Background: an optimization exercise with open tools, aiming at small area, a short achievable clock period and few clock cycles per item. Do not read the settings as production practice. Only simulation tests tie the RTL to the original design; equivalence was not proved. No activity file was given, so power comes from the tool's default toggle rates.

## flow/constraint.sdc

```tcl
create_clock -name core_clock -period 5.0 [get_ports {clk}]
set_input_delay 1.0000 -clock core_clock [delete_from_list [all_inputs] [get_ports {clk}]]
set_output_delay 1.0000 -clock core_clock [all_outputs]
set_load 0.01 [all_outputs]
```

## flow/run.sh

```bash
#!/bin/bash
# synth_recipe.tcl (not shown) runs the flow's synth.tcl, then flattens the netlist and writes it again
# the make line also repeats each setting of config.mk as NAME=value (left out here)
make -C /OpenROAD-flow-scripts/flow DESIGN_CONFIG=/design/flow/config.mk WORK_HOME=/design/flow/orfs CLKGATE_MAP_FILE= SYNTH_SCRIPT=/design/flow/synth_recipe.tcl finish
```

## flow/design.v

```verilog
`default_nettype none `timescale 1ns / 1ns
module shift_add_multiplier #(
    parameter integer WIDTH = 16
) (
    input wire clk,
    input wire reset_n,
    input wire tvalid_slave_1,
    input signed [WIDTH-1:0] tdata_slave_1,
    output wire tready_slave_1,
    input wire tvalid_slave_2,
    input signed [WIDTH-1:0] tdata_slave_2,
    output wire tready_slave_2,
    output reg tvalid_master,
    output reg signed [WIDTH-1:0] tdata_master,
    input wire tready_master
);
  reg held_1;
  reg held_2;
  reg [WIDTH-1:0] factor_a;
  reg [WIDTH-1:0] factor_b;
  wire [WIDTH-1:0] product;
  reg mid_valid;
  reg pipe_s126;
  reg pipe_s129;
  reg pipe_s128;
  reg pipe_s130;
  reg pipe_s133;
  reg pipe_s132;
  reg pipe_s113;
  reg pipe_s144;
  reg pipe_s145;
  reg pipe_s119;
  reg pipe_s146;
  reg pipe_s147;
  reg pipe_s123;
  reg pipe_s148;
  reg pipe_s149;
  reg pipe_s150;
  reg pipe_s127;
  reg pipe_s151;
  reg pipe_s131;
  reg pipe_s152;
  reg pipe_s135;
  reg pipe_s167;
  reg pipe_s166;
  reg pipe_s168;
  reg pipe_g193;
  reg pipe_p194;
  reg pipe_g191;
  reg pipe_p192;
  reg pipe_G212;
  reg pipe_P213;
  reg pipe_G224;
  reg pipe_P225;
  reg pipe_x288;
  reg pipe_pp3;
  reg pipe_p182;
  reg pipe_r264;
  reg pipe_r265;
  reg pipe_r266;
  reg pipe_r267;
  wire advance_out = mid_valid & (~tvalid_master | tready_master);
  wire advance = held_1 & held_2 & (~mid_valid | advance_out);
  wire input_transaction_1 = tvalid_slave_1 & tready_slave_1;
  wire input_transaction_2 = tvalid_slave_2 & tready_slave_2;
  assign tready_slave_1 = ~held_1 | advance;
  assign tready_slave_2 = ~held_2 | advance;
  always @(posedge clk) begin
    if (input_transaction_1) factor_a <= tdata_slave_1;
    if (input_transaction_2) factor_b <= tdata_slave_2;
    if (advance) begin
      pipe_s126 <= s126;
      pipe_s129 <= s129;
      pipe_s128 <= s128;
      pipe_s130 <= s130;
      pipe_s133 <= s133;
      pipe_s132 <= s132;
      pipe_s113 <= s113;
      pipe_s144 <= s144;
      pipe_s145 <= s145;
      pipe_s119 <= s119;
      pipe_s146 <= s146;
      pipe_s147 <= s147;
      pipe_s123 <= s123;
      pipe_s148 <= s148;
      pipe_s149 <= s149;
      pipe_s150 <= s150;
      pipe_s127 <= s127;
      pipe_s151 <= s151;
      pipe_s131 <= s131;
      pipe_s152 <= s152;
      pipe_s135 <= s135;
      pipe_s167 <= s167;
      pipe_s166 <= s166;
      pipe_s168 <= s168;
      pipe_g193 <= g193;
      pipe_p194 <= p194;
      pipe_g191 <= g191;
      pipe_p192 <= p192;
      pipe_G212 <= G212;
      pipe_P213 <= P213;
      pipe_G224 <= G224;
      pipe_P225 <= P225;
      pipe_x288 <= x288;
      pipe_pp3 <= pp3;
      pipe_p182 <= p182;
      pipe_r264 <= r264;
      pipe_r265 <= r265;
      pipe_r266 <= r266;
      pipe_r267 <= r267;
    end
    if (advance_out) tdata_master <= product;
    if (!reset_n) begin
      held_1 <= 1'b0;
      held_2 <= 1'b0;
      mid_valid <= 1'b0;
      tvalid_master <= 1'b0;
    end else begin
      held_1 <= input_transaction_1 | (held_1 & ~advance);
      held_2 <= input_transaction_2 | (held_2 & ~advance);
      mid_valid <= advance | (mid_valid & ~advance_out);
      tvalid_master <= advance_out | (tvalid_master & ~tready_master);
    end
  end
  wire [15:0] a = factor_a;
  wire [15:0] b = factor_b;
  wire one1 = b[0];
  wire two2 = b[1] & ~b[0];
  wire pp3 = one1 & a[0];
  wire pc4 = b[1] & ~pp3;
  wire pp5;
  sam_bsel u_pp5 (.x1(a[1]), .x2(a[0]), .one(one1), .two(two2), .neg(b[1]), .pp(pp5));
  wire pp6;
  sam_bsel u_pp6 (.x1(a[2]), .x2(a[1]), .one(one1), .two(two2), .neg(b[1]), .pp(pp6));
  wire pp7;
  sam_bsel u_pp7 (.x1(a[3]), .x2(a[2]), .one(one1), .two(two2), .neg(b[1]), .pp(pp7));
  wire pp8;
  sam_bsel u_pp8 (.x1(a[4]), .x2(a[3]), .one(one1), .two(two2), .neg(b[1]), .pp(pp8));
  wire pp9;
  sam_bsel u_pp9 (.x1(a[5]), .x2(a[4]), .one(one1), .two(two2), .neg(b[1]), .pp(pp9));
  wire pp10;
  sam_bsel u_pp10 (.x1(a[6]), .x2(a[5]), .one(one1), .two(two2), .neg(b[1]), .pp(pp10));
  wire pp11;
  sam_bsel u_pp11 (.x1(a[7]), .x2(a[6]), .one(one1), .two(two2), .neg(b[1]), .pp(pp11));
  wire pp12;
  sam_bsel u_pp12 (.x1(a[8]), .x2(a[7]), .one(one1), .two(two2), .neg(b[1]), .pp(pp12));
  wire pp13;
  sam_bsel u_pp13 (.x1(a[9]), .x2(a[8]), .one(one1), .two(two2), .neg(b[1]), .pp(pp13));
  wire pp14;
  sam_bsel u_pp14 (.x1(a[10]), .x2(a[9]), .one(one1), .two(two2), .neg(b[1]), .pp(pp14));
  wire pp15;
  sam_bsel u_pp15 (.x1(a[11]), .x2(a[10]), .one(one1), .two(two2), .neg(b[1]), .pp(pp15));
  wire pp16;
  sam_bsel u_pp16 (.x1(a[12]), .x2(a[11]), .one(one1), .two(two2), .neg(b[1]), .pp(pp16));
  wire pp17;
  sam_bsel u_pp17 (.x1(a[13]), .x2(a[12]), .one(one1), .two(two2), .neg(b[1]), .pp(pp17));
  wire pp18;
  sam_bsel u_pp18 (.x1(a[14]), .x2(a[13]), .one(one1), .two(two2), .neg(b[1]), .pp(pp18));
  wire pp19;
  sam_bsel u_pp19 (.x1(a[15]), .x2(a[14]), .one(one1), .two(two2), .neg(b[1]), .pp(pp19));
  wire one20 = b[2] ^ b[1];
  wire two21 = (b[3] & ~b[2] & ~b[1]) | (~b[3] & b[2] & b[1]);
  wire pp22 = one20 & a[0];
  wire pc23 = b[3] & ~pp22;
  wire pp24;
  sam_bsel u_pp24 (.x1(a[1]), .x2(a[0]), .one(one20), .two(two21), .neg(b[3]), .pp(pp24));
  wire pp25;
  sam_bsel u_pp25 (.x1(a[2]), .x2(a[1]), .one(one20), .two(two21), .neg(b[3]), .pp(pp25));
  wire pp26;
  sam_bsel u_pp26 (.x1(a[3]), .x2(a[2]), .one(one20), .two(two21), .neg(b[3]), .pp(pp26));
  wire pp27;
  sam_bsel u_pp27 (.x1(a[4]), .x2(a[3]), .one(one20), .two(two21), .neg(b[3]), .pp(pp27));
  wire pp28;
  sam_bsel u_pp28 (.x1(a[5]), .x2(a[4]), .one(one20), .two(two21), .neg(b[3]), .pp(pp28));
  wire pp29;
  sam_bsel u_pp29 (.x1(a[6]), .x2(a[5]), .one(one20), .two(two21), .neg(b[3]), .pp(pp29));
  wire pp30;
  sam_bsel u_pp30 (.x1(a[7]), .x2(a[6]), .one(one20), .two(two21), .neg(b[3]), .pp(pp30));
  wire pp31;
  sam_bsel u_pp31 (.x1(a[8]), .x2(a[7]), .one(one20), .two(two21), .neg(b[3]), .pp(pp31));
  wire pp32;
  sam_bsel u_pp32 (.x1(a[9]), .x2(a[8]), .one(one20), .two(two21), .neg(b[3]), .pp(pp32));
  wire pp33;
  sam_bsel u_pp33 (.x1(a[10]), .x2(a[9]), .one(one20), .two(two21), .neg(b[3]), .pp(pp33));
  wire pp34;
  sam_bsel u_pp34 (.x1(a[11]), .x2(a[10]), .one(one20), .two(two21), .neg(b[3]), .pp(pp34));
  wire pp35;
  sam_bsel u_pp35 (.x1(a[12]), .x2(a[11]), .one(one20), .two(two21), .neg(b[3]), .pp(pp35));
  wire pp36;
  sam_bsel u_pp36 (.x1(a[13]), .x2(a[12]), .one(one20), .two(two21), .neg(b[3]), .pp(pp36));
  wire one37 = b[4] ^ b[3];
  wire two38 = (b[5] & ~b[4] & ~b[3]) | (~b[5] & b[4] & b[3]);
  wire pp39 = one37 & a[0];
  wire pc40 = b[5] & ~pp39;
  wire pp41;
  sam_bsel u_pp41 (.x1(a[1]), .x2(a[0]), .one(one37), .two(two38), .neg(b[5]), .pp(pp41));
  wire pp42;
  sam_bsel u_pp42 (.x1(a[2]), .x2(a[1]), .one(one37), .two(two38), .neg(b[5]), .pp(pp42));
  wire pp43;
  sam_bsel u_pp43 (.x1(a[3]), .x2(a[2]), .one(one37), .two(two38), .neg(b[5]), .pp(pp43));
  wire pp44;
  sam_bsel u_pp44 (.x1(a[4]), .x2(a[3]), .one(one37), .two(two38), .neg(b[5]), .pp(pp44));
  wire pp45;
  sam_bsel u_pp45 (.x1(a[5]), .x2(a[4]), .one(one37), .two(two38), .neg(b[5]), .pp(pp45));
  wire pp46;
  sam_bsel u_pp46 (.x1(a[6]), .x2(a[5]), .one(one37), .two(two38), .neg(b[5]), .pp(pp46));
  wire pp47;
  sam_bsel u_pp47 (.x1(a[7]), .x2(a[6]), .one(one37), .two(two38), .neg(b[5]), .pp(pp47));
  wire pp48;
  sam_bsel u_pp48 (.x1(a[8]), .x2(a[7]), .one(one37), .two(two38), .neg(b[5]), .pp(pp48));
  wire pp49;
  sam_bsel u_pp49 (.x1(a[9]), .x2(a[8]), .one(one37), .two(two38), .neg(b[5]), .pp(pp49));
  wire pp50;
  sam_bsel u_pp50 (.x1(a[10]), .x2(a[9]), .one(one37), .two(two38), .neg(b[5]), .pp(pp50));
  wire pp51;
  sam_bsel u_pp51 (.x1(a[11]), .x2(a[10]), .one(one37), .two(two38), .neg(b[5]), .pp(pp51));
  wire one52 = b[6] ^ b[5];
  wire two53 = (b[7] & ~b[6] & ~b[5]) | (~b[7] & b[6] & b[5]);
  wire pp54 = one52 & a[0];
  wire pc55 = b[7] & ~pp54;
  wire pp56;
  sam_bsel u_pp56 (.x1(a[1]), .x2(a[0]), .one(one52), .two(two53), .neg(b[7]), .pp(pp56));
  wire pp57;
  sam_bsel u_pp57 (.x1(a[2]), .x2(a[1]), .one(one52), .two(two53), .neg(b[7]), .pp(pp57));
  wire pp58;
  sam_bsel u_pp58 (.x1(a[3]), .x2(a[2]), .one(one52), .two(two53), .neg(b[7]), .pp(pp58));
  wire pp59;
  sam_bsel u_pp59 (.x1(a[4]), .x2(a[3]), .one(one52), .two(two53), .neg(b[7]), .pp(pp59));
  wire pp60;
  sam_bsel u_pp60 (.x1(a[5]), .x2(a[4]), .one(one52), .two(two53), .neg(b[7]), .pp(pp60));
  wire pp61;
  sam_bsel u_pp61 (.x1(a[6]), .x2(a[5]), .one(one52), .two(two53), .neg(b[7]), .pp(pp61));
  wire pp62;
  sam_bsel u_pp62 (.x1(a[7]), .x2(a[6]), .one(one52), .two(two53), .neg(b[7]), .pp(pp62));
  wire pp63;
  sam_bsel u_pp63 (.x1(a[8]), .x2(a[7]), .one(one52), .two(two53), .neg(b[7]), .pp(pp63));
  wire pp64;
  sam_bsel u_pp64 (.x1(a[9]), .x2(a[8]), .one(one52), .two(two53), .neg(b[7]), .pp(pp64));
  wire one65 = b[8] ^ b[7];
  wire two66 = (b[9] & ~b[8] & ~b[7]) | (~b[9] & b[8] & b[7]);
  wire pp67 = one65 & a[0];
  wire pc68 = b[9] & ~pp67;
  wire pp69;
  sam_bsel u_pp69 (.x1(a[1]), .x2(a[0]), .one(one65), .two(two66), .neg(b[9]), .pp(pp69));
  wire pp70;
  sam_bsel u_pp70 (.x1(a[2]), .x2(a[1]), .one(one65), .two(two66), .neg(b[9]), .pp(pp70));
  wire pp71;
  sam_bsel u_pp71 (.x1(a[3]), .x2(a[2]), .one(one65), .two(two66), .neg(b[9]), .pp(pp71));
  wire pp72;
  sam_bsel u_pp72 (.x1(a[4]), .x2(a[3]), .one(one65), .two(two66), .neg(b[9]), .pp(pp72));
  wire pp73;
  sam_bsel u_pp73 (.x1(a[5]), .x2(a[4]), .one(one65), .two(two66), .neg(b[9]), .pp(pp73));
  wire pp74;
  sam_bsel u_pp74 (.x1(a[6]), .x2(a[5]), .one(one65), .two(two66), .neg(b[9]), .pp(pp74));
  wire pp75;
  sam_bsel u_pp75 (.x1(a[7]), .x2(a[6]), .one(one65), .two(two66), .neg(b[9]), .pp(pp75));
  wire one76 = b[10] ^ b[9];
  wire two77 = (b[11] & ~b[10] & ~b[9]) | (~b[11] & b[10] & b[9]);
  wire pp78 = one76 & a[0];
  wire pc79 = b[11] & ~pp78;
  wire pp80;
  sam_bsel u_pp80 (.x1(a[1]), .x2(a[0]), .one(one76), .two(two77), .neg(b[11]), .pp(pp80));
  wire pp81;
  sam_bsel u_pp81 (.x1(a[2]), .x2(a[1]), .one(one76), .two(two77), .neg(b[11]), .pp(pp81));
  wire pp82;
  sam_bsel u_pp82 (.x1(a[3]), .x2(a[2]), .one(one76), .two(two77), .neg(b[11]), .pp(pp82));
  wire pp83;
  sam_bsel u_pp83 (.x1(a[4]), .x2(a[3]), .one(one76), .two(two77), .neg(b[11]), .pp(pp83));
  wire pp84;
  sam_bsel u_pp84 (.x1(a[5]), .x2(a[4]), .one(one76), .two(two77), .neg(b[11]), .pp(pp84));
  wire one85 = b[12] ^ b[11];
  wire two86 = (b[13] & ~b[12] & ~b[11]) | (~b[13] & b[12] & b[11]);
  wire pp87 = one85 & a[0];
  wire pc88 = b[13] & ~pp87;
  wire pp89;
  sam_bsel u_pp89 (.x1(a[1]), .x2(a[0]), .one(one85), .two(two86), .neg(b[13]), .pp(pp89));
  wire pp90;
  sam_bsel u_pp90 (.x1(a[2]), .x2(a[1]), .one(one85), .two(two86), .neg(b[13]), .pp(pp90));
  wire pp91;
  sam_bsel u_pp91 (.x1(a[3]), .x2(a[2]), .one(one85), .two(two86), .neg(b[13]), .pp(pp91));
  wire one92 = b[14] ^ b[13];
  wire two93 = (b[15] & ~b[14] & ~b[13]) | (~b[15] & b[14] & b[13]);
  wire pp94 = one92 & a[0];
  wire pc95 = b[15] & ~pp94;
  wire pp96;
  sam_bsel u_pp96 (.x1(a[1]), .x2(a[0]), .one(one92), .two(two93), .neg(b[15]), .pp(pp96));
  wire s97, s98;
  sam_ha u_s97 (.a(pc79), .b(pp15), .s(s97), .co(s98));
  wire s99, s100;
  sam_fa u_s99 (.a(pp87), .b(pp16), .c(pp33), .s(s99), .co(s100));
  wire s101, s102;
  sam_fa u_s101 (.a(pc88), .b(pp17), .c(pp34), .s(s101), .co(s102));
  wire s103, s104;
  sam_ha u_s103 (.a(pp49), .b(pp62), .s(s103), .co(s104));
  wire s105, s106;
  sam_fa u_s105 (.a(pp94), .b(pp18), .c(pp35), .s(s105), .co(s106));
  wire s107, s108;
  sam_fa u_s107 (.a(pp50), .b(pp63), .c(pp74), .s(s107), .co(s108));
  wire s109, s110;
  sam_ha u_s109 (.a(pc55), .b(pp11), .s(s109), .co(s110));
  wire s111, s112;
  sam_fa u_s111 (.a(pp67), .b(pp12), .c(pp29), .s(s111), .co(s112));
  wire s113, s114;
  sam_fa u_s113 (.a(pc68), .b(pp13), .c(pp30), .s(s113), .co(s114));
  wire s115, s116;
  sam_ha u_s115 (.a(pp45), .b(pp58), .s(s115), .co(s116));
  wire s117, s118;
  sam_fa u_s117 (.a(pp78), .b(pp14), .c(pp31), .s(s117), .co(s118));
  wire s119, s120;
  sam_fa u_s119 (.a(pp46), .b(pp59), .c(pp70), .s(s119), .co(s120));
  wire s121, s122;
  sam_fa u_s121 (.a(pp32), .b(pp47), .c(pp60), .s(s121), .co(s122));
  wire s123, s124;
  sam_fa u_s123 (.a(pp71), .b(pp80), .c(s97), .s(s123), .co(s124));
  wire s125, s126;
  sam_fa u_s125 (.a(pp48), .b(pp61), .c(pp72), .s(s125), .co(s126));
  wire s127, s128;
  sam_fa u_s127 (.a(pp81), .b(s98), .c(s99), .s(s127), .co(s128));
  wire s129, s130;
  sam_fa u_s129 (.a(pp73), .b(pp82), .c(pp89), .s(s129), .co(s130));
  wire s131, s132;
  sam_fa u_s131 (.a(s103), .b(s100), .c(s101), .s(s131), .co(s132));
  wire s133, s134;
  sam_fa u_s133 (.a(pp83), .b(pp90), .c(s104), .s(s133), .co(s134));
  wire s135, s136;
  sam_fa u_s135 (.a(s102), .b(s105), .c(s107), .s(s135), .co(s136));
  wire s137, s138;
  sam_ha u_s137 (.a(pc40), .b(pp9), .s(s137), .co(s138));
  wire s139, s140;
  sam_fa u_s139 (.a(pp54), .b(pp10), .c(pp27), .s(s139), .co(s140));
  wire s141, s142;
  sam_fa u_s141 (.a(pp28), .b(pp43), .c(pp56), .s(s141), .co(s142));
  wire s143, s144;
  sam_fa u_s143 (.a(pp44), .b(pp57), .c(s110), .s(s143), .co(s144));
  wire s145, s146;
  sam_fa u_s145 (.a(pp69), .b(s115), .c(s112), .s(s145), .co(s146));
  wire s147, s148;
  sam_fa u_s147 (.a(s116), .b(s114), .c(s117), .s(s147), .co(s148));
  wire s149, s150;
  sam_fa u_s149 (.a(s118), .b(s120), .c(s121), .s(s149), .co(s150));
  wire s151, s152;
  sam_fa u_s151 (.a(s122), .b(s125), .c(s124), .s(s151), .co(s152));
  wire s153, s154;
  sam_fa u_s153 (.a(pipe_s126), .b(pipe_s129), .c(pipe_s128), .s(s153), .co(s154));
  wire s155, s156;
  sam_fa u_s155 (.a(pipe_s130), .b(pipe_s133), .c(pipe_s132), .s(s155), .co(s156));
  wire s157, s158;
  sam_ha u_s157 (.a(pc23), .b(pp7), .s(s157), .co(s158));
  wire s159, s160;
  sam_fa u_s159 (.a(pp39), .b(pp8), .c(pp25), .s(s159), .co(s160));
  wire s161, s162;
  sam_fa u_s161 (.a(pp26), .b(pp41), .c(s137), .s(s161), .co(s162));
  wire s163, s164;
  sam_fa u_s163 (.a(pp42), .b(s138), .c(s139), .s(s163), .co(s164));
  wire s165, s166;
  sam_fa u_s165 (.a(s109), .b(s140), .c(s141), .s(s165), .co(s166));
  wire s167, s168;
  sam_fa u_s167 (.a(s142), .b(s111), .c(s143), .s(s167), .co(s168));
  wire s169, s170;
  sam_fa u_s169 (.a(pipe_s113), .b(pipe_s144), .c(pipe_s145), .s(s169), .co(s170));
  wire s171, s172;
  sam_fa u_s171 (.a(pipe_s119), .b(pipe_s146), .c(pipe_s147), .s(s171), .co(s172));
  wire s173, s174;
  sam_fa u_s173 (.a(pipe_s123), .b(pipe_s148), .c(pipe_s149), .s(s173), .co(s174));
  wire s175, s176;
  sam_fa u_s175 (.a(pipe_s150), .b(pipe_s127), .c(pipe_s151), .s(s175), .co(s176));
  wire s177, s178;
  sam_fa u_s177 (.a(pipe_s131), .b(pipe_s152), .c(s153), .s(s177), .co(s178));
  wire s179, s180;
  sam_fa u_s179 (.a(pipe_s135), .b(s154), .c(s155), .s(s179), .co(s180));
  wire g181 = pc4 & pp5;
  wire p182 = pc4 ^ pp5;
  wire g183 = pp22 & pp6;
  wire p184 = pp22 ^ pp6;
  wire g185 = pp24 & s157;
  wire p186 = pp24 ^ s157;
  wire g187 = s159 & s158;
  wire p188 = s159 ^ s158;
  wire g189 = s161 & s160;
  wire p190 = s161 ^ s160;
  wire g191 = s163 & s162;
  wire p192 = s163 ^ s162;
  wire g193 = s165 & s164;
  wire p194 = s165 ^ s164;
  wire g195 = pipe_s167 & pipe_s166;
  wire p196 = pipe_s167 ^ pipe_s166;
  wire g197 = s169 & pipe_s168;
  wire p198 = s169 ^ pipe_s168;
  wire g199 = s171 & s170;
  wire p200 = s171 ^ s170;
  wire g201 = s173 & s172;
  wire p202 = s173 ^ s172;
  wire g203 = s175 & s174;
  wire p204 = s175 ^ s174;
  wire g205 = s177 & s176;
  wire p206 = s177 ^ s176;
  wire g207 = s179 & s178;
  wire p208 = s179 ^ s178;
  wire P209 = p182 & pp3;
  wire G210 = g185 | (p186 & g183);
  wire P211 = p186 & p184;
  wire G212 = g189 | (p190 & g187);
  wire P213 = p190 & p188;
  wire G214 = pipe_g193 | (pipe_p194 & pipe_g191);
  wire P215 = pipe_p194 & pipe_p192;
  wire G216 = g197 | (p198 & g195);
  wire P217 = p198 & p196;
  wire G218 = g201 | (p202 & g199);
  wire P219 = p202 & p200;
  wire G220 = g205 | (p206 & g203);
  wire P221 = p206 & p204;
  wire G222 = g183 | (p184 & g181);
  wire P223 = p184 & P209;
  wire G224 = G210 | (P211 & g181);
  wire P225 = P211 & P209;
  wire G226 = pipe_g191 | (pipe_p192 & pipe_G212);
  wire P227 = pipe_p192 & pipe_P213;
  wire G228 = G214 | (P215 & pipe_G212);
  wire P229 = P215 & pipe_P213;
  wire G230 = g199 | (p200 & G216);
  wire P231 = p200 & P217;
  wire G232 = G218 | (P219 & G216);
  wire P233 = P219 & P217;
  wire G234 = g207 | (p208 & G220);
  wire P235 = p208 & P221;
  wire G236 = g187 | (p188 & G224);
  wire P237 = p188 & P225;
  wire G238 = pipe_G212 | (pipe_P213 & pipe_G224);
  wire P239 = pipe_P213 & pipe_P225;
  wire G240 = G226 | (P227 & pipe_G224);
  wire P241 = P227 & pipe_P225;
  wire G242 = G228 | (P229 & pipe_G224);
  wire P243 = P229 & pipe_P225;
  wire G244 = g203 | (p204 & G232);
  wire P245 = p204 & P233;
  wire G246 = G220 | (P221 & G232);
  wire P247 = P221 & P233;
  wire G248 = G234 | (P235 & G232);
  wire P249 = P235 & P233;
  wire G250 = g195 | (p196 & G242);
  wire P251 = p196 & P243;
  wire G252 = G216 | (P217 & G242);
  wire P253 = P217 & P243;
  wire G254 = G230 | (P231 & G242);
  wire P255 = P231 & P243;
  wire G256 = G232 | (P233 & G242);
  wire P257 = P233 & P243;
  wire G258 = G244 | (P245 & G242);
  wire P259 = P245 & P243;
  wire G260 = G246 | (P247 & G242);
  wire P261 = P247 & P243;
  wire G262 = G248 | (P249 & G242);
  wire P263 = P249 & P243;
  wire r264 = p184 ^ g181;
  wire r265 = p186 ^ G222;
  wire r266 = p188 ^ G224;
  wire r267 = p190 ^ G236;
  wire r268 = pipe_p192 ^ G238;
  wire r269 = pipe_p194 ^ G240;
  wire r270 = p196 ^ G242;
  wire r271 = p198 ^ G250;
  wire r272 = p200 ^ G252;
  wire r273 = p202 ^ G254;
  wire r274 = p204 ^ G256;
  wire r275 = p206 ^ G258;
  wire r276 = p208 ^ G260;
  wire x277;
  sam_x2 u_x277 (.a(pc95), .b(pp19), .y(x277));
  wire x278;
  sam_x2 u_x278 (.a(pp36), .b(pp51), .y(x278));
  wire x279;
  sam_x2 u_x279 (.a(pp64), .b(pp75), .y(x279));
  wire x280;
  sam_x2 u_x280 (.a(pp84), .b(pp91), .y(x280));
  wire x281;
  sam_x2 u_x281 (.a(pp96), .b(x277), .y(x281));
  wire x282;
  sam_x2 u_x282 (.a(x278), .b(x279), .y(x282));
  wire x283;
  sam_x2 u_x283 (.a(x280), .b(x281), .y(x283));
  wire x284;
  sam_x2 u_x284 (.a(x282), .b(s106), .y(x284));
  wire x285;
  sam_x2 u_x285 (.a(s108), .b(s134), .y(x285));
  wire x286;
  sam_x2 u_x286 (.a(x283), .b(x284), .y(x286));
  wire x287;
  sam_x2 u_x287 (.a(x285), .b(x286), .y(x287));
  wire x288;
  sam_x2 u_x288 (.a(s136), .b(x287), .y(x288));
  wire x289;
  sam_x2 u_x289 (.a(pipe_x288), .b(s156), .y(x289));
  wire x290;
  sam_x2 u_x290 (.a(x289), .b(s180), .y(x290));
  wire x291;
  sam_x2 u_x291 (.a(x290), .b(G262), .y(x291));
  assign product = {x291, r276, r275, r274, r273, r272, r271, r270, r269, r268, pipe_r267, pipe_r266, pipe_r265, pipe_r264, pipe_p182, pipe_pp3};
endmodule
module sam_fa (
    input wire a,
    input wire b,
    input wire c,
    output wire s,
    output wire co
);
  assign s  = a ^ b ^ c;
  assign co = (a & b) | (a & c) | (b & c);
endmodule
module sam_ha (
    input wire a,
    input wire b,
    output wire s,
    output wire co
);
  assign s  = a ^ b;
  assign co = a & b;
endmodule
module sam_x2 (
    input wire a,
    input wire b,
    output wire y
);
  assign y = a ^ b;
endmodule
module sam_bsel (
    input wire x1,
    input wire x2,
    input wire one,
    input wire two,
    input wire neg,
    output wire pp
);
  assign pp = ((one & x1) | (two & x2)) ^ neg;
endmodule
```

## flow/config.mk

```make
export PLATFORM = sky130hd
export DESIGN_NAME = shift_add_multiplier
export DESIGN_NICKNAME = shift_add_multiplier
export VERILOG_FILES = /design/flow/design.v
export SDC_FILE = /design/flow/constraint.sdc
export NUM_CORES = 4
export LEC_CHECK = 0
export CAP_MARGIN = 20
export CORE_MARGIN = 2
export CORE_UTILIZATION = 40
export SLEW_MARGIN = 20
export SYNTH_HIERARCHICAL = 1
```

==> impl_metrics.csv, run 1 <==
group,metric,value,unit
grt,grt_pass1_vias,3757,
clock_network,cts-resized-gates,0,
pwr,p_comb_share,32.2,%
die,die_y,125,µm
sta,finalSetupViolations,0,
finish,syn_to_final_growth,19.8,%
sta,clock_skew,5.92,ps
sta,max_freq,274,MHz
routing,wl_per_cell,16.6,µm
outcome,status,"timing/DRC/antenna clean",
critical_path,rrSetupSlack,1350,ps
pwr,p_sw_share,30.0,%
finish,fillers,1281,
synth,yosys.cell_count.top_type,"edfxtp_1",
die,pin_count,56,
critical_path,crit_type,"flop to flop",
clock_network,htreeDepth,3,
min_path,whs_endpoint,"tdata_master[5]",
routing,vias,3454,
pwr,vdd_drop_max,179,µV
pwr,p_per_area,355,nW/µm²
routing,drt-pass1-iter-count,4,
synth,synth_edf_count,86,
sta,min_period,3650,ps
clock_network,root_buffer,"clkbuf_16",
synth,syn_nets,503,
finish,final_area,7050,µm²
sta,tightest_slew,948,ps
synth,ys_warn_count,7,
grt,overflow,0,
pwr,intPower,1750,µW
pwr,pwr-share-seq,41.2,%
finish,drive_gt1_share,19.8,%
grt,antenna_found_initial,0,
sta,tns,0,ps
min_path,hold_class,"flop to flop",
finish,nets,581,
synth,async_reset_ff_share,0,%
synth,synth.top_cell.area_share,43.9,%
critical_path,cp.arrival,3740,ps
synth,synthTopCellsByArea,"edfxtp_1 (44%), a22oi_2 (14%), fa_1 (13%)",
critical_path,reg2reg_to,"pipe_p194",
placed_design,post-dp-hpwl,8340,µm
clock_network,cts_tree,"yes",
finish,utilization,48.7,%
routing,wl,11200,µm
critical_path,r2r_cells,8,
job,drv_cap,0,
placed_design,placedInstanceArea,6750,µm²
grt,globalRouteTotalUtil,15.6,%
min_path,hold_path.startpoint,"pipe_r267",
critical_path,r2r_start,"factor_b[1]",
routing,met1Wirelength,5090,µm
clock_network,cts.clk_slew.worst_paths,60,ps
routing,viasPerCell,5.12,
clock_network,cts_setup_buffers,0,
synth,synth_cells,407,
synth,yosys-top-cells-count,"edfxtp_1 (86), xnor2_1 (67), a22oi_2 (64)",
synth,synth.largest_area_cell,"edfxtp_1",
critical_path,startpoint_type,"flop",
sta,fin_crit_sh,72.9,%
routing,met2WireLength,5530,µm
clock_network,hold_buffers,0,
pwr,p_leak,0.00238,µW
clock_network,cts_buffers,9,
clock_network,cts.sinks,90,
die,dieArea,15700,µm²
grt,grt_first_pass_wirelength,19000,µm
routing,dr.max_layer_used,"met4",
routing,drc,0,
die,coreArea,14500,µm²
pwr,clkPwrFrac,26.6,%
sta,slew_viol_final,0,
clock_network,clockBufferDepth,2,
critical_path,required,5100,ps
pwr,switching_power,750,µW
die,rows,44,
synth,netlist_area,5880,µm²
sta,grt_setup_unrepaired,"no",
clock_network,clk_latency,350,ps
synth,yosys_most_used_dff,"edfxtp_1",
synth,synth_area_per_cell,14.5,µm²
synth,yosys_register_bits,90,
routing,wl_met3,323,µm
sta,timing.slew.headroom,36.8,%
placed_design,routabilityCongestion,0.803,
synth,yosys.cell_types.count,36,
min_path,worstHoldPathCells,0,
die,chipWidth,125,µm
critical_path,path_max_fanout,20,
grt,grt_max_degree,39,
critical_path,cp-end-kind,"flop",
routing,dr.first_iter.drc_count,97,
synth,synth_seq_area_share,45.2,%
finish,diodes,0,
sta,hold_viol,0,
finish,top_regs,"factor_a: 16 flops, factor_b: 16 flops, tdata_master: 16 flops",
placed_design,portBuffers,55,
die,start_util,40.6,%
routing,ant_nets,0,
-- how the worst max path moves through the flow --
stage | start | endpoint | slack [ps] | depth (start not counted)
5_1_grt | factor_b[1] | pipe_p192 | 1140 | 8
3_3_place_gp | factor_b[1] | pipe_p194 | 1480 | 8
4_1_cts | factor_b[1] | pipe_p194 | 1350 | 8
3_5_place_dp | factor_b[1] | pipe_p194 | 1360 | 8
6_report | factor_b[1] | pipe_p194 | 1350 | 8
2_1_floorplan | factor_b[1] | pipe_p194 | 970 | 7
-- placed cells by master (no fill, tap or decap), types with 9 or more instances in the layout --
cell type | synthesis | routed
nand2_1 | 19 | 19
ha_1 | 20 | 20
fa_1 | 39 | 39
clkdlybuf4s50_1 | 0 | 55
clkbuf_16 | 0 | 9
and2_1 | 9 | 9
a22oi_2 | 64 | 64
nor2_1 | 11 | 11
edfxtp_1 | 86 | 86
nor2b_1 | 15 | 15
xor2_1 | 25 | 25
xnor2_1 | 67 | 67
buf_4 | 0 | 13
-- per-module statistics from Yosys, one instance, submodules excluded --
module	copies in the design	flip-flops and latches	cell area, µm²	cells inside
sam_bsel	64	0	21.3	2
sam_ha	6	0	12.5	1
shift_add_multiplier	1	90	3600	222
sam_fa	36	0	20.0	1
sam_x2	15	0	8.76	1
-- cell families (layout without fill, tap and decap cells) --
family,count (synthesis),count (layout),share of synthesized area [%]
simple gates,61,61,5.21
flops,90,90,45.2
fa+ha+maj,59,59,17.5
buf+inv,4,87,0.383
compound gates,101,101,17.9
xor+xnor,92,92,13.7
-- per-stage QoR --
step | hold WS [ps] | power, µW | cells | setup slack (ps)
2_1_floorplan | 400 | 1630 | 407 | 970
3_3_place_gp | 406 | 1840 | 658 | 1480
3_5_place_dp | 411 | 1860 | 658 | 1360
4_1_cts | 426 | 2540 | 674 | 1350
5_1_grt | 430 | 2680 | 674 | 1140
6_report | 425 | 2500 | 674 | 1350
-- layer usage --
metal	up-vias	global-route usage, %
met2	55	26.5
met5	-	0
met3	15	2.61
met4	0	7.78
li1	1676	-
met1	1708	19.3
-- worst max-delay path: stages (launching register included) --
cell and delay (ps):
edfxtp_1 970, nand2_1 100, o21ai_1 460, buf_4 300, a22oi_2 80, xnor2_1 180, fa_1 580, fa_1 410
ha_1 290
-- power by group through the flow --
| stage | Clock, µW | Sequential, µW | Combinational [µW] |
|---|---|---|---|
| after global placement | 0 | 1050 | 793 |
| final | 665 | 1030 | 804 |
| after global routing | 717 | 1040 | 921 |
| after CTS | 690 | 1030 | 817 |
| after floorplan | 0 | 1030 | 595 |
| after detailed placement | 0 | 1050 | 812 |
-- cell type report --
class / count / area, µm² / area share (%)
repair buffers: 68 / 648 / 9.20
multi-input cells: 313 / 3200 / 45.4
well taps: 184 / 230 / 3.27
inverters: 3 / 11.3 / 0.160
clock inverters: 6 / 67.6 / 0.959
flip-flops and latches: 90 / 2660 / 37.8
clock buffers: 10 / 229 / 3.25
Testbench counts, summed over its fixed seeds: cycles 1,224, items 1,200.
==> run 2, diff against run 1 <==
--- a/flow/config.mk
+++ b/flow/config.mk
@@ -8,5 +8,6 @@
 export CAP_MARGIN = 20
 export CORE_MARGIN = 2
 export CORE_UTILIZATION = 40
+export SETUP_SLACK_MARGIN = 2.2
 export SLEW_MARGIN = 20
 export SYNTH_HIERARCHICAL = 1
==> impl_metrics.csv, run 2 <==
group,metric,value,unit
critical_path,path_max_fanout,3,
synth,async_reset_ff_share,0,%
sta,timing.slew.headroom,50.1,%
synth,netlist_area,5880,µm²
routing,viasPerCell,5.08,
clock_network,cts.sinks,90,
synth,ys_warn_count,7,
critical_path,path_cells,"buf_6 -> nor2b_4 -> nand2_2 -> nand3_2 -> clkinvlp_4 -> buf_6 -> nor2b_4 -> inv_2 -> buf_6",
grt,overflow,0,
synth,synth-simple-area-share,5.21,%
pwr,p_per_area,337,nW/µm²
min_path,hold_path.startpoint,"pipe_r266",
grt,grt_first_pass_wirelength,19100,µm
finish,final_common_cell,"edfxtp_1",
sta,tightest_slew,748,ps
clock_network,hold_buffers,0,
min_path,worstHoldPathCells,0,
finish,syn_to_final_growth,34.5,%
placed_design,place_ws,1410,ps
critical_path,rrSetupSlack,2190,ps
min_path,hold_class,"flop to flop",
critical_path,critPathMostFrequentCell,"buf_6",
clock_network,cts.clk_slew.worst_paths,60,ps
synth,synth_top_family_by_area,"compound AO/OA/AOI/OAI gates",
sta,grt_setup_unrepaired,"yes",
critical_path,startpoint_type,"input port",
synth,yosys_most_used_dff,"edfxtp_1",
synth,yosys.cell_types.count,36,
die,die_y,125,µm
sta,min_period,2840,ps
sta,clock_skew,6.25,ps
routing,wl,12200,µm
placed_design,post-dp-hpwl,8430,µm
synth,synth-compound-area-share,17.9,%
finish,multiInputGateArea,3500,µm²
finish,diodes,0,
synth,yosys.cell_count.top_type,"edfxtp_1",
critical_path,crit_buf_inv,5,
die,pin_count,56,
critical_path,cp.arrival,1840,ps
routing,wl_per_cell,16.6,µm
sta,hold_viol,0,
clock_network,cts_tree,"yes",
sta,slew_viol_final,0,
routing,vias,3740,
placed_design,routabilityCongestion,0.822,
synth,syn_nets,503,
die,rows,44,
finish,layout_common_cells,"edfxtp_1 (86), a22oi_2 (64), xnor2_1 (63)",
finish,fillers,1192,
job,drv_cap,0,
routing,drt-pass1-iter-count,4,
critical_path,crit_family,"buffers and inverters",
min_path,whs_endpoint,"tdata_master[4]",
critical_path,reg2reg_to,"tdata_master[15]",
die,coreArea,14500,µm²
outcome,status,"timing/DRC/antenna clean",
critical_path,slowest_delay,130,ps
grt,globalRouteTotalUtil,15.9,%
finish,nets,643,
die,dieArea,15700,µm²
clock_network,cts_buffers,9,
sta,max_freq,352,MHz
die,chipWidth,125,µm
critical_path,required,4000,ps
finish,top_regs,"factor_a: 16 flops, factor_b: 16 flops, tdata_master: 16 flops",
routing,dr.first_iter.drc_count,112,
synth,muxShareOfSynthArea,0,%
sta,tns,0,ps
clock_network,root_buffer,"clkbuf_16",
clock_network,clk_latency,360,ps
critical_path,crit_type,"input port to output port",
finish,drive_gt1_share,38.2,%
synth,synth_area_per_cell,14.5,µm²
critical_path,r2r_start,"pipe_s126",
pwr,p_leak,0.00276,µW
grt,antenna_found_initial,0,
synth,synth_seq_area_share,45.2,%
synth,synth.top_cell.area_share,43.9,%
synth,yosys-top-cells-count,"edfxtp_1 (86), xnor2_1 (67), a22oi_2 (64)",
clock_network,clockBufferDepth,2,
synth,synthTopCellsByArea,"edfxtp_1 (44%), a22oi_2 (14%), fa_1 (13%)",
synth,synth_cells,407,
clock_network,htreeDepth,3,
routing,ant_nets,0,
critical_path,r2r_cells,7,
sta,worst_slack,2160,ps
finish,register_area,2660,µm²
synth,synth.largest_area_cell,"edfxtp_1",
synth,synthXorXnorAreaFrac,13.7,%
grt,grt_max_degree,39,
synth,yosys_register_bits,90,
sta,finalSetupViolations,0,
critical_path,path_depth,9,
grt,grt_pass1_vias,3827,
placed_design,portBuffers,55,
critical_path,cp-end-kind,"output port",
critical_path,critical_path.slowest_cell,"buf_6",
synth,synth_edf_count,86,
routing,drc,0,
die,start_util,40.6,%
synth,synth-adder-area-share,17.5,%
sta,fin_crit_sh,56.8,%
pwr,vdd_drop_max,178,µV
-- run 2: cell counts after synthesis --
No cell type changed its count.
-- run 2: modules after synthesis (local to each module, per instance) --
module                cells inside  flip-flops and latches  copies in the design
sam_fa                           1                       0                    36
sam_ha                           1                       0                     6
sam_bsel                         2                       0                    64
sam_x2                           1                       0                    15
shift_add_multiplier           222                      90                     1
-- run 2: final cells by class --
cell class	instances	share of cell area [%]
clock buffers	10	2.89
repair buffers	130	15.3
multi-input cells	313	44.2
well taps	184	2.91
inverters	3	0.190
flip-flops and latches	90	33.6
clock inverters	6	0.822
-- run 2: kinds of logic (layout without fill, tap and decap cells) --
logic type      after synthesis  in the layout
buf+inv                       4            149
fa+ha+maj                    59             59
compound gates              101            101
simple gates                 61             61
flops                        90             90
xor+xnor                     92             92
-- run 2: power breakdown --
group	total, µW	internal, µW	leakage [µW]	switching (µW)
Combinational	973	506	0.00179	466
Sequential	1010	959	0.000832	53.3
Clock	681	389	0.000143	292
-- run 2: worst max path at each step --
stage,to,start
after floorplan,pipe_r267,factor_b[1]
after global placement,tready_slave_1,tready_master
after detailed placement,pipe_r267,factor_b[1]
after CTS,tready_slave_2,tready_master
after global routing,pipe_r267,factor_a[0]
final,tready_slave_1,tready_master
-- run 2: metrics by stage --
| stage | hold slack (ps) | utilization [%] | power [µW] | instances | instance area (µm²) |
|---|---|---|---|---|---|
| 4_1_cts | 421 | 52.8 | 2650 | 717 | 7650 |
| 6_report | 419 | 54.6 | 2670 | 736 | 7910 |
| 5_1_grt | 435 | 54.6 | 2840 | 736 | 7910 |
| 3_5_place_dp | 406 | 47.6 | 1910 | 651 | 6890 |
| 2_1_floorplan | 400 | - | 1670 | 407 | 6070 |
| 3_3_place_gp | 405 | 47.6 | 1880 | 651 | 6890 |
-- run 2: repair_timing --
item	4_1_cts	5_1_grt
gates cloned	0	0
gates resized for setup	24	24
endpoints found under the setup margin	35	13
pin swaps	8	19
setup buffers	50	19
-- run 2: per-layer routing --
layer  global-route usage (%)  vias up  part of all wire [%]
met5                        0        -                     0
met3                     3.59       13                   2.9
met1                     19.8     1864                    44
met2                     26.8       58                    51
met4                     6.86        0                   2.3
li1                         -     1805                     -
==> run 3, diff against run 2 <==
--- a/flow/config.mk
+++ b/flow/config.mk
@@ -8,6 +8,6 @@
 export CAP_MARGIN = 20
 export CORE_MARGIN = 2
 export CORE_UTILIZATION = 40
-export SETUP_SLACK_MARGIN = 2.2
+export SETUP_SLACK_MARGIN = 2.6
 export SLEW_MARGIN = 20
 export SYNTH_HIERARCHICAL = 1
==> impl_metrics.csv, run 3 <==
group,metric,value,unit
outcome,status,"timing/DRC/antenna clean",
sta,tightest_slew,666,ps
placed_design,routabilityCongestion,0.840,
synth,synth-simple-area-share,5.21,%
pwr,p_leak,0.00304,µW
finish,register_area,2660,µm²
sta,slew_viol_final,0,
synth,synth_cells,407,
synth,yosys.cell_types.count,36,
job,drv_cap,0,
clock_network,cts_tree,"yes",
synth,syn_nets,503,
grt,grt_max_degree,39,
placed_design,portBuffers,55,
placed_design,place_inst,648,
synth,synthTopCellsByArea,"edfxtp_1 (44%), a22oi_2 (14%), fa_1 (13%)",
pwr,p_per_area,340,nW/µm²
sta,fin_crit_sh,56.9,%
sta,grt_setup_unrepaired,"yes",
routing,wl,13000,µm
synth,synthXorXnorAreaFrac,13.7,%
placed_design,post-dp-hpwl,8430,µm
critical_path,path_max_fanout,2,
critical_path,cp-end-kind,"output port",
die,start_util,40.6,%
sta,clock_skew,5.44,ps
critical_path,cp.arrival,1840,ps
synth,yosys-top-cells-count,"edfxtp_1 (86), xnor2_1 (67), a22oi_2 (64)",
clock_network,clockBufferDepth,2,
routing,wl_per_cell,17.2,µm
clock_network,cts.clk_slew.worst_paths,60,ps
synth,muxShareOfSynthArea,0,%
synth,yosys.cell_count.top_type,"edfxtp_1",
die,rows,44,
synth,netlist_area,5880,µm²
clock_network,cts_buffers,9,
synth,synth_edf_count,86,
synth,synth_top_family_by_area,"compound AO/OA/AOI/OAI gates",
sta,max_freq,352,MHz
finish,top_regs,"factor_a: 16 flops, factor_b: 16 flops, tdata_master: 16 flops",
synth,synth_area_per_cell,14.5,µm²
sta,finalSetupViolations,0,
critical_path,startpoint_type,"input port",
clock_network,root_buffer,"clkbuf_16",
placed_design,place_ws,1400,ps
synth,synth_seq_area_share,45.2,%
critical_path,crit_type,"input port to output port",
finish,diodes,0,
synth,ys_warn_count,7,
synth,synth-adder-area-share,17.5,%
sta,min_period,2840,ps
synth,yosys_register_bits,90,
finish,fillers,1154,
sta,hold_viol,0,
finish,instances_no_fill,759,
sta,worst_slack,2160,ps
finish,final_common_cell,"edfxtp_1",
die,coreArea,14500,µm²
grt,grt_pass1_vias,4205,
synth,async_reset_ff_share,0,%
finish,drive_gt1_share,47.5,%
routing,dr.first_iter.drc_count,149,
routing,viasPerCell,5.17,
die,die_y,125,µm
routing,vias,3925,
synth,yosys_most_used_dff,"edfxtp_1",
die,pin_count,56,
routing,drc,0,
die,chipWidth,125,µm
finish,multiInputGateArea,3730,µm²
clock_network,clk_latency,350,ps
finish,nets,666,
sta,hold_ws,426,ps
synth,synth.largest_area_cell,"edfxtp_1",
finish,layout_common_cells,"edfxtp_1 (86), buf_4 (67), a22oi_2 (64)",
pwr,vdd_drop_max,174,µV
synth,synth.top_cell.area_share,43.9,%
grt,globalRouteTotalUtil,17.2,%
clock_network,htreeDepth,3,
die,dieArea,15700,µm²
sta,tns,0,ps
synth,synth-compound-area-share,17.9,%
sta,timing.slew.headroom,55.6,%
finish,syn_to_final_growth,43.5,%
routing,ant_nets,0,
grt,overflow,0,
routing,drt-pass1-iter-count,4,
grt,grt_first_pass_wirelength,21100,µm
clock_network,cts.sinks,90,
critical_path,required,4000,ps
min_path,hold_class,"flop to flop",
grt,antenna_found_initial,0,
-- run 3: cell counts after synthesis --
No cell type changed its count.
-- run 3: critical path: stages --
cell and delay [ps]:
buf_6 90, nor2b_4 110, nand2_2 70, nand3_2 90
clkinvlp_4 100, buf_6 120, nor2b_4 120, inv_2 40
buf_6 110
-- run 3: repair_timing --
item | 4_1_cts | 5_1_grt
pin swaps | 49 | 29
endpoints found under the setup margin | 42 | 33
gates resized for setup | 72 | 28
setup buffers | 80 | 15
hold buffers | 0 | 0
-- run 3: Yosys stat by module, one instance, submodules excluded --
module / cells / cell area [µm²] / copies in the design
sam_bsel: 2 / 21.3 / 64
shift_add_multiplier: 222 / 3600 / 1
sam_fa: 1 / 20.0 / 36
sam_x2: 1 / 8.76 / 15
sam_ha: 1 / 12.5 / 6
-- run 3: cell families after synthesis --
kind of cell	count (synthesis)
AO/OA/AOI/OAI	101
buffers and inverters	4
AND/OR/NAND/NOR	61
adder cells (fa/ha/maj)	59
XOR/XNOR	92
flip-flops	90
-- run 3: path summary, 6_finish.rpt --
check           startpoint               end  slack [ps]  cells past startpoint
min              pipe_r266   tdata_master[4]         430                      0
max          tready_master    tready_slave_1        2160                      9
min reg2reg      pipe_r266   tdata_master[4]         430                      0
max reg2reg      pipe_s126  tdata_master[15]        2170                      7
-- run 3: where the power goes --
group	leakage, µW	internal (µW)	switching, µW
Combinational	0.00205	569	507
Clock	0.000164	493	298
Sequential	0.000832	959	48.5
Total	0.00304	2020	853
-- run 3: area by class of cell --
class | count | area share [%]
Multi-Input combinational cell | 313 | 44.1
Sequential cell | 90 | 31.5
Timing Repair Buffer | 153 | 17.3
Tap cell | 184 | 2.73
Clock buffer | 9 | 2.67
Clock inverter | 7 | 1.48
Inverter | 3 | 0.178
-- run 3: layer usage --
layer	routed length (µm)	global-route usage, %	up-vias
met4	293	6.01	0
met1	5550	21.0	1966
met3	443	3.77	22
met5	0	0	-
li1	-	-	1847
met2	6760	30.0	90
-- run 3: metrics by stage --
stage / area, µm² / util, % / power, µW
floorplan: 6100 / - / 1670
global placement: 6890 / 47.6 / 1890
detailed placement: 6890 / 47.6 / 1910
CTS: 8180 / 56.5 / 2840
global route: 8440 / 58.3 / 3050
finish: 8440 / 58.3 / 2870
==> run 4, diff against run 3 <==
==> flow/flow/run.sh (new file) <==
#!/bin/bash
# The standard layout (standard.sh), with the port buffers that global
# placement inserts made from the smallest buffer cell instead of the default.
set -euo pipefail
export BUFFER_PORTS_ARGS="-buffer_cell sky130_fd_sc_hd__buf_1"
bash standard.sh > standard.log 2>&1
==> flow/standard.sh (new file) <==
#!/bin/bash
# synth_recipe.tcl (not shown) runs the flow's synth.tcl, then flattens the netlist and writes it again
# the make line also repeats each setting of config.mk as NAME=value (left out here)
make -C /OpenROAD-flow-scripts/flow DESIGN_CONFIG=/design/flow/config.mk WORK_HOME=/design/flow/orfs CLKGATE_MAP_FILE= SYNTH_SCRIPT=/design/flow/synth_recipe.tcl "${@:-finish}"
--- a/flow/config.mk
+++ b/flow/config.mk
@@ -8,6 +8,6 @@
 export CAP_MARGIN = 20
 export CORE_MARGIN = 2
 export CORE_UTILIZATION = 40
-export SETUP_SLACK_MARGIN = 2.6
+export SETUP_SLACK_MARGIN = 2.2
 export SLEW_MARGIN = 20
 export SYNTH_HIERARCHICAL = 1
removed: flow/run.sh
==> impl_metrics.csv, run 4 <==
group,metric,value,unit
sta,hold_viol,0,
routing,wl_per_cell,16.8,µm
sta,max_freq,353,MHz
grt,overflow,0,
sta,slew_viol_final,0,
critical_path,slowest_delay,540,ps
synth,synthTopCellsByArea,"edfxtp_1 (44%), a22oi_2 (14%), fa_1 (13%)",
finish,nets,660,
critical_path,path_max_fanout,2,
pwr,p_total,2640,µW
synth,yosys.cell_count.top_type,"edfxtp_1",
synth,yosys_register_bits,90,
critical_path,crit_type,"flop to flop",
routing,viasPerCell,5.10,
clock_network,hold_buffers,0,
placed_design,portBuffers,55,
synth,yosys_most_used_dff,"edfxtp_1",
grt,antenna_found_initial,0,
sta,timing.slew.headroom,55.6,%
synth,ys_warn_count,7,
critical_path,r2r_cells,7,
pwr,intPower,1830,µW
min_path,hold_class,"flop to flop",
clock_network,cts.clk_slew.worst_paths,60,ps
synth,syn_nets,503,
synth,synth.top_cell.area_share,43.9,%
sta,fin_crit_sh,56.7,%
sta,grt_setup_unrepaired,"yes",
die,chipWidth,125,µm
die,rows,44,
finish,syn_to_final_growth,30.5,%
critical_path,startpoint_type,"flop",
critical_path,reg2reg_to,"tdata_master[15]",
pwr,vdd_drop_max,201,µV
routing,drt-pass1-iter-count,4,
job,drv_cap,0,
synth,synth_area_per_cell,14.5,µm²
routing,vias,3838,
grt,grt_max_degree,39,
finish,top_regs,"factor_a: 16 flops, factor_b: 16 flops, tdata_master: 16 flops",
routing,wl,12600,µm
pwr,p_comb_share,37.1,%
finish,diodes,0,
critical_path,critPathMostFrequentCell,"fa_1",
die,die_y,125,µm
clock_network,cts_buffers,9,
die,pin_count,56,
critical_path,critical_path.slowest_cell,"fa_1",
clock_network,cts.sinks,90,
pwr,p_leak,0.00269,µW
pwr,pwr-share-seq,38.3,%
min_path,hold_path.startpoint,"pipe_r265",
finish,final_area,7680,µm²
min_path,whs_endpoint,"tdata_master[3]",
finish,drive_gt1_share,39.3,%
synth,netlist_area,5880,µm²
sta,min_period,2830,ps
pwr,p_sw_share,30.7,%
clock_network,cts_tree,"yes",
critical_path,cp-end-kind,"flop",
synth,yosys.cell_types.count,36,
die,coreArea,14500,µm²
sta,finalSetupViolations,0,
sta,clock_skew,6.35,ps
placed_design,post-dp-hpwl,8550,µm
synth,synth_edf_count,86,
pwr,clkPwrFrac,24.7,%
critical_path,r2r_start,"pipe_s126",
synth,async_reset_ff_share,0,%
outcome,status,"timing/DRC/antenna clean",
critical_path,path_cells,"fa_1 -> fa_1 -> ha_4 -> a21o_1 -> or4_4 -> a31o_1 -> xor2_1",
pwr,p_per_area,344,nW/µm²
die,start_util,40.6,%
sta,tns,0,ps
clock_network,clk_latency,350,ps
grt,globalRouteTotalUtil,16.5,%
synth,synth_cells,407,
die,dieArea,15700,µm²
finish,layout_common_cells,"edfxtp_1 (86), buf_4 (82), a22oi_2 (64)",
synth,synth.largest_area_cell,"edfxtp_1",
finish,final_common_cell,"edfxtp_1",
sta,hold_ws,419,ps
grt,grt_first_pass_wirelength,20100,µm
routing,dr.first_iter.drc_count,145,
routing,ant_nets,0,
synth,synth_seq_area_share,45.2,%
critical_path,cp.arrival,2930,ps
synth,yosys-top-cells-count,"edfxtp_1 (86), xnor2_1 (67), a22oi_2 (64)",
min_path,worstHoldPathCells,0,
routing,drc,0,
clock_network,htreeDepth,3,
critical_path,required,5100,ps
placed_design,placedInstanceArea,6530,µm²
clock_network,clockBufferDepth,2,
pwr,switching_power,809,µW
grt,grt_pass1_vias,3986,
placed_design,routabilityCongestion,0.818,
sta,tightest_slew,666,ps
clock_network,root_buffer,"clkbuf_16",
critical_path,rrSetupSlack,2170,ps
[run 4: changes by cell type in the layout (fill, tap and decap cells not counted), sizes merged]
cell,delta
buf,+44
bufinv,-2
clkdlybuf4s50,-52
clkinv,+4
clkinvlp,-1
inv,-2
o21ai,+1
xor2,+1
[run 4: what timing repair did]
item,in CTS,in global routing
setup endpoints to repair,35,15
setup buffers,56,30
pin swaps,6,16
gates cloned,1,1
gates resized for setup,8,26
[run 4: worst max-delay path: cells and delay by family, from the launching register on]
kind	cells	cell delay, ps
AOI/OAI and AO/OA	2	370
and+or+nand+nor	1	420
DFF	1	410
adders and majority gates	3	1250
xor gates and xnor gates	1	130
[run 4: final cells by class]
type	count	area, µm²
clock buffers	9	225
clock inverters	6	58.8
fillers	1217	6800
inverters	3	15.0
multi-input cells	315	3540
flip-flops and latches	90	2660
well taps	184	230
repair buffers	145	952
[run 4: how the worst max path moves through the flow]
| stage | startpoint | end | slack [ps] | cells past startpoint |
|---|---|---|---|---|
| floorplan | factor_b[1] | pipe_r267 | 1780 | 8 |
| global placement | factor_b[1] | pipe_r267 | 1450 | 8 |
| detailed placement | factor_b[1] | pipe_r267 | 1390 | 8 |
| CTS | pipe_s126 | tdata_master[15] | 2150 | 7 |
| global route | factor_b[7] | pipe_x288 | 2070 | 13 |
| finish | pipe_s126 | tdata_master[15] | 2170 | 7 |
[run 4: kinds of logic (layout without fill, tap and decap cells)]
family                   Yosys count  in the layout  share of synthesized area (%)
AND/OR/NAND/NOR                   61             61                           5.21
AO/OA/AOI/OAI                    101            102                           17.9
XOR/XNOR                          92             93                           13.7
flip-flops                        90             90                           45.2
buffers and inverters              4            163                          0.383
adder cells (fa/ha/maj)           59             59                           17.5
[run 4: modules after synthesis, one instance, submodules excluded]
module                flops+latches  cells inside
sam_bsel                          0             2
sam_fa                            0             1
sam_ha                            0             1
sam_x2                            0             1
shift_add_multiplier             90           222
[run 4: metal layers]
layer | wire length [µm] | global-route usage, % | vias up
met5 | 0 | 0 | -
met3 | 433 | 3.04 | 17
met2 | 6380 | 27.4 | 82
met4 | 287 | 8.37 | 0
li1 | - | - | 1841
met1 | 5510 | 20.6 | 1898
[run 4: power groups by stage]
stage          registers (µW)  logic [µW]  clock network, µW
2_1_floorplan            1040         634                  0
3_3_place_gp             1050         805                  0
3_5_place_dp             1050         831                  0
4_1_cts                  1020         919                675
5_1_grt                  1020        1100                704
6_report                 1010         978                651
[run 4: metrics by stage]
step                setup WS (ps)  util [%]  std cells
finish                       2170      53.0        752
global route                 2070      53.0        752
CTS                          2150      50.5        721
detailed placement           1390      45.1        649
global placement             1450      45.1        649
floorplan                    1780         -        407
==> run 5, diff against run 4 <==
--- a/flow/design.v
+++ b/flow/design.v
@@ -19,7 +19,7 @@
   reg [WIDTH-1:0] factor_a;
   reg [WIDTH-1:0] factor_b;
   wire [WIDTH-1:0] product;
-  reg mid_valid;
+  reg mid_valid_1;
   reg pipe_s126;
   reg pipe_s129;
   reg pipe_s128;
@@ -59,16 +59,18 @@
   reg pipe_r265;
   reg pipe_r266;
   reg pipe_r267;
-  wire advance_out = mid_valid & (~tvalid_master | tready_master);
-  wire advance = held_1 & held_2 & (~mid_valid | advance_out);
+  wire room_1 = ~mid_valid_1 | ~tvalid_master;
+  wire room_2 = ~tvalid_master;
+  wire advance_1 = held_1 & held_2 & (room_1 | tready_master);
+  wire advance_2 = mid_valid_1 & (room_2 | tready_master);
   wire input_transaction_1 = tvalid_slave_1 & tready_slave_1;
   wire input_transaction_2 = tvalid_slave_2 & tready_slave_2;
-  assign tready_slave_1 = ~held_1 | advance;
-  assign tready_slave_2 = ~held_2 | advance;
+  sam_rdy u_rdy_1 (.held(held_1), .other(held_2), .room(room_1), .tready_master(tready_master), .tready(tready_slave_1));
+  sam_rdy u_rdy_2 (.held(held_2), .other(held_1), .room(room_1), .tready_master(tready_master), .tready(tready_slave_2));
   always @(posedge clk) begin
     if (input_transaction_1) factor_a <= tdata_slave_1;
     if (input_transaction_2) factor_b <= tdata_slave_2;
-    if (advance) begin
+    if (advance_1) begin
       pipe_s126 <= s126;
       pipe_s129 <= s129;
       pipe_s128 <= s128;
@@ -109,17 +111,17 @@
       pipe_r266 <= r266;
       pipe_r267 <= r267;
     end
-    if (advance_out) tdata_master <= product;
+    if (advance_2) tdata_master <= product;
     if (!reset_n) begin
       held_1 <= 1'b0;
       held_2 <= 1'b0;
-      mid_valid <= 1'b0;
+      mid_valid_1 <= 1'b0;
       tvalid_master <= 1'b0;
     end else begin
-      held_1 <= input_transaction_1 | (held_1 & ~advance);
-      held_2 <= input_transaction_2 | (held_2 & ~advance);
-      mid_valid <= advance | (mid_valid & ~advance_out);
-      tvalid_master <= advance_out | (tvalid_master & ~tready_master);
+      held_1 <= input_transaction_1 | (held_1 & ~advance_1);
+      held_2 <= input_transaction_2 | (held_2 & ~advance_1);
+      mid_valid_1 <= advance_1 | (mid_valid_1 & ~advance_2);
+      tvalid_master <= advance_2 | (tvalid_master & ~tready_master);
     end
   end
   wire [15:0] a = factor_a;
@@ -496,6 +498,15 @@
   sam_x2 u_x291 (.a(x290), .b(G262), .y(x291));
   assign product = {x291, r276, r275, r274, r273, r272, r271, r270, r269, r268, pipe_r267, pipe_r266, pipe_r265, pipe_r264, pipe_p182, pipe_pp3};
 endmodule
+module sam_rdy (
+    input wire held,
+    input wire other,
+    input wire room,
+    input wire tready_master,
+    output wire tready
+);
+  assign tready = ~held | (other & (room | tready_master));
+endmodule
 module sam_fa (
     input wire a,
     input wire b,
==> impl_metrics.csv, run 5 <==
group,metric,value,unit
outcome,status,"timing/DRC/antenna clean",
synth,synth-adder-area-share,17.5,%
routing,met2WireLength,5940,µm
routing,vias,3740,
routing,wl,12000,µm
synth,yosys_most_used_dff,"edfxtp_1",
routing,wl_met3,381,µm
sta,timing.slew.headroom,45.1,%
clock_network,clockBufferDepth,2,
sta,finalSetupViolations,0,
critical_path,crit_buf_inv,0,
routing,met1Wirelength,5460,µm
critical_path,critical_path.slowest_cell,"fa_1",
synth,yosys-top-cells-count,"edfxtp_1 (86), xnor2_1 (67), a22oi_2 (64)",
synth,syn_nets,505,
critical_path,path_max_fanout,2,
routing,dr.first_iter.drc_count,116,
sta,tns,0,ps
routing,viasPerCell,5.12,
sta,min_period,2800,ps
synth,synth-compound-area-share,18.2,%
die,chipWidth,125,µm
clock_network,htreeDepth,3,
placed_design,post-dp-hpwl,8420,µm
finish,utilization,51.7,%
sta,clock_skew,7.52,ps
die,pin_count,56,
synth,muxShareOfSynthArea,0,%
synth,async_reset_ff_share,0,%
finish,syn_to_final_growth,26.8,%
placed_design,placedInstanceArea,6490,µm²
synth,synth.largest_area_cell,"edfxtp_1",
finish,layout_common_cells,"edfxtp_1 (86), xnor2_1 (66), a22oi_2 (64)",
finish,instances_no_fill,731,
clock_network,clk_latency,350,ps
synth,synth_edf_count,86,
clock_network,hold_buffers,0,
synth,netlist_area,5900,µm²
routing,dr.max_layer_used,"met4",
clock_network,cts_tree,"yes",
synth,synth_seq_area_share,45.2,%
die,rows,44,
routing,drt-pass1-iter-count,5,
grt,globalRouteTotalUtil,16.2,%
synth,synthTopCellsByArea,"edfxtp_1 (44%), a22oi_2 (14%), fa_1 (13%)",
sta,worst_slack,2200,ps
synth,synth-simple-area-share,5.28,%
critical_path,critPathMostFrequentCell,"fa_1",
synth,yosys_register_bits,90,
clock_network,root_buffer,"clkbuf_16",
clock_network,cts.sinks,90,
clock_network,cts.clk_slew.worst_paths,60,ps
die,start_util,40.7,%
finish,top_regs,"factor_a: 16 flops, factor_b: 16 flops, tdata_master: 16 flops",
grt,overflow,0,
job,drv_cap,0,
placed_design,routabilityCongestion,0.776,
pwr,p_leak,0.00256,µW
clock_network,cts_buffers,9,
sta,fin_crit_sh,56.0,%
sta,hold_viol,0,
grt,grt_pass1_vias,3869,
placed_design,place_ws,1350,ps
synth,synth.top_cell.area_share,43.8,%
routing,ant_nets,0,
synth,synth_area_per_cell,14.4,µm²
critical_path,cp.arrival,2900,ps
synth,yosys.cell_types.count,37,
grt,antenna_found_initial,0,
critical_path,cp-end-kind,"flop",
sta,tightest_slew,823,ps
finish,nets,638,
grt,grt_max_degree,39,
finish,final_area,7480,µm²
synth,ys_warn_count,7,
routing,drc,0,
critical_path,slowest_delay,570,ps
finish,diodes,0,
critical_path,startpoint_type,"flop",
placed_design,portBuffers,55,
finish,final_common_cell,"edfxtp_1",
synth,synthXorXnorAreaFrac,13.7,%
synth,yosys.cell_count.top_type,"edfxtp_1",
finish,drive_gt1_share,34.0,%
pwr,vdd_drop_max,179,µV
critical_path,path_cells,"fa_1 -> fa_1 -> ha_4 -> a21o_1 -> or4_4 -> a31o_1 -> xor2_1",
die,coreArea,14500,µm²
critical_path,required,5100,ps
grt,grt_first_pass_wirelength,19800,µm
die,die_y,125,µm
pwr,p_per_area,362,nW/µm²
placed_design,place_inst,649,
sta,max_freq,357,MHz
die,dieArea,15700,µm²
sta,grt_setup_unrepaired,"yes",
min_path,hold_class,"flop to flop",
synth,synth_top_family_by_area,"compound AO/OA/AOI/OAI gates",
sta,slew_viol_final,0,
synth,synth_cells,409,
critical_path,crit_family,"adder cells",
critical_path,crit_type,"flop to flop",
routing,wl_per_cell,16.5,µm
-- run 5: cell types whose count changed in the layout (fill, tap and decap cells not counted), sizes merged, moves of 2 or more --
cell / change
and2: +2
nor2b: -3
clkbuf: +2
buf: -22
clkinv: -2
-- run 5: per-stage QoR --
| stage | hold WS [ps] | power, µW |
|---|---|---|
| 4_1_cts | 423 | 2710 |
| 5_1_grt | 426 | 2890 |
| 3_3_place_gp | 407 | 1890 |
| 6_report | 420 | 2710 |
| 3_5_place_dp | 407 | 1910 |
| 2_1_floorplan | 400 | 1700 |
-- run 5: area by class of cell --
cell class	count	area, µm²
fill	1256	7000
multi-input combinational	317	3450
sequential	90	2660
timing repair buffer	123	811
clock buffer	11	243
tap	184	230
clock inverter	5	77.6
inverter	1	3.75
-- run 5: cells by family after synthesis --
| kind of cell | count (synthesis) |
|---|---|
| flops | 90 |
| fa+ha+maj | 59 |
| xor+xnor | 92 |
| simple gates | 62 |
| buf+inv | 2 |
| compound gates | 104 |
-- run 5: final timing paths --
kind	depth (start not counted)	end	startpoint	slack [ps]
hold / removal	0	tdata_master[0]	pipe_pp3	420
setup reg to reg	7	tdata_master[15]	pipe_s126	2200
setup / recovery	7	tdata_master[15]	pipe_s126	2200
hold reg to reg	0	tdata_master[0]	pipe_pp3	420
-- run 5: timing repair --
action	4_1_cts	5_1_grt
gates resized for setup	8	10
pin swaps	8	10
buffers inserted	47	19
endpoints found under the setup margin	34	7
-- run 5: layer usage --
| metal | vias up | global-route usage (%) |
|---|---|---|
| met5 | - | 0 |
| met4 | 0 | 7.06 |
| met3 | 16 | 3.04 |
| met2 | 67 | 26.3 |
| met1 | 1857 | 21.3 |
| li1 | 1800 | - |
-- run 5: power by group --
group	internal, µW	switching (µW)	leakage (µW)
clock network	449	274	0.000156
registers	961	51.2	0.000832
logic	488	487	0.00158
total	1900	812	0.00256
-- run 5: modules after synthesis, one instance, submodules excluded --
| module | cells inside | area [µm²] | flops+latches |
|---|---|---|---|
| sam_fa | 1 | 20.0 | 0 |
| sam_bsel | 2 | 21.3 | 0 |
| sam_ha | 1 | 12.5 | 0 |
| sam_rdy | 2 | 8.76 | 0 |
| shift_add_multiplier | 220 | 3590 | 90 |
| sam_x2 | 1 | 8.76 | 0 |
Testbench counts of run 5, summed over its fixed seeds: cycles 1,224, items 1,200.

==> port drivers added, routing unchanged <==
Ports are ideal in the flow. The routed layouts listed here were re-timed in OpenROAD. Step 1: set_driving_cell puts a clkbuf_16 on clk and a buf_2 on each other input, an assumption about the parent block. Step 2, shift: input delay + t, output delay - t, t = (earliest + latest rising clock arrival at the registers) / 2. This alone moves slack from input paths to output paths. Slacks: no drivers / after step 1 / after step 2; pairs: no drivers / after step 1.
run | shift t [ns] | setup WS [ns] | hold slack, ns
run 1 | 0.389 | 1.353 / 1.353 / 1.353 | 0.425 / 0.425 / 0.425
run 2 | 0.399 | 2.160 / 2.129 / 2.129 | 0.419 / 0.419 / 0.419
run 3 | 0.390 | 2.157 / 2.126 / 2.126 | 0.426 / 0.426 / 0.426
run 4 | 0.385 | 2.167 / 2.167 / 2.167 | 0.419 / 0.419 / 0.419
run 5 | 0.388 | 2.200 / 2.200 / 2.200 | 0.420 / 0.420 / 0.420
After both steps every run listed still meets setup and hold.
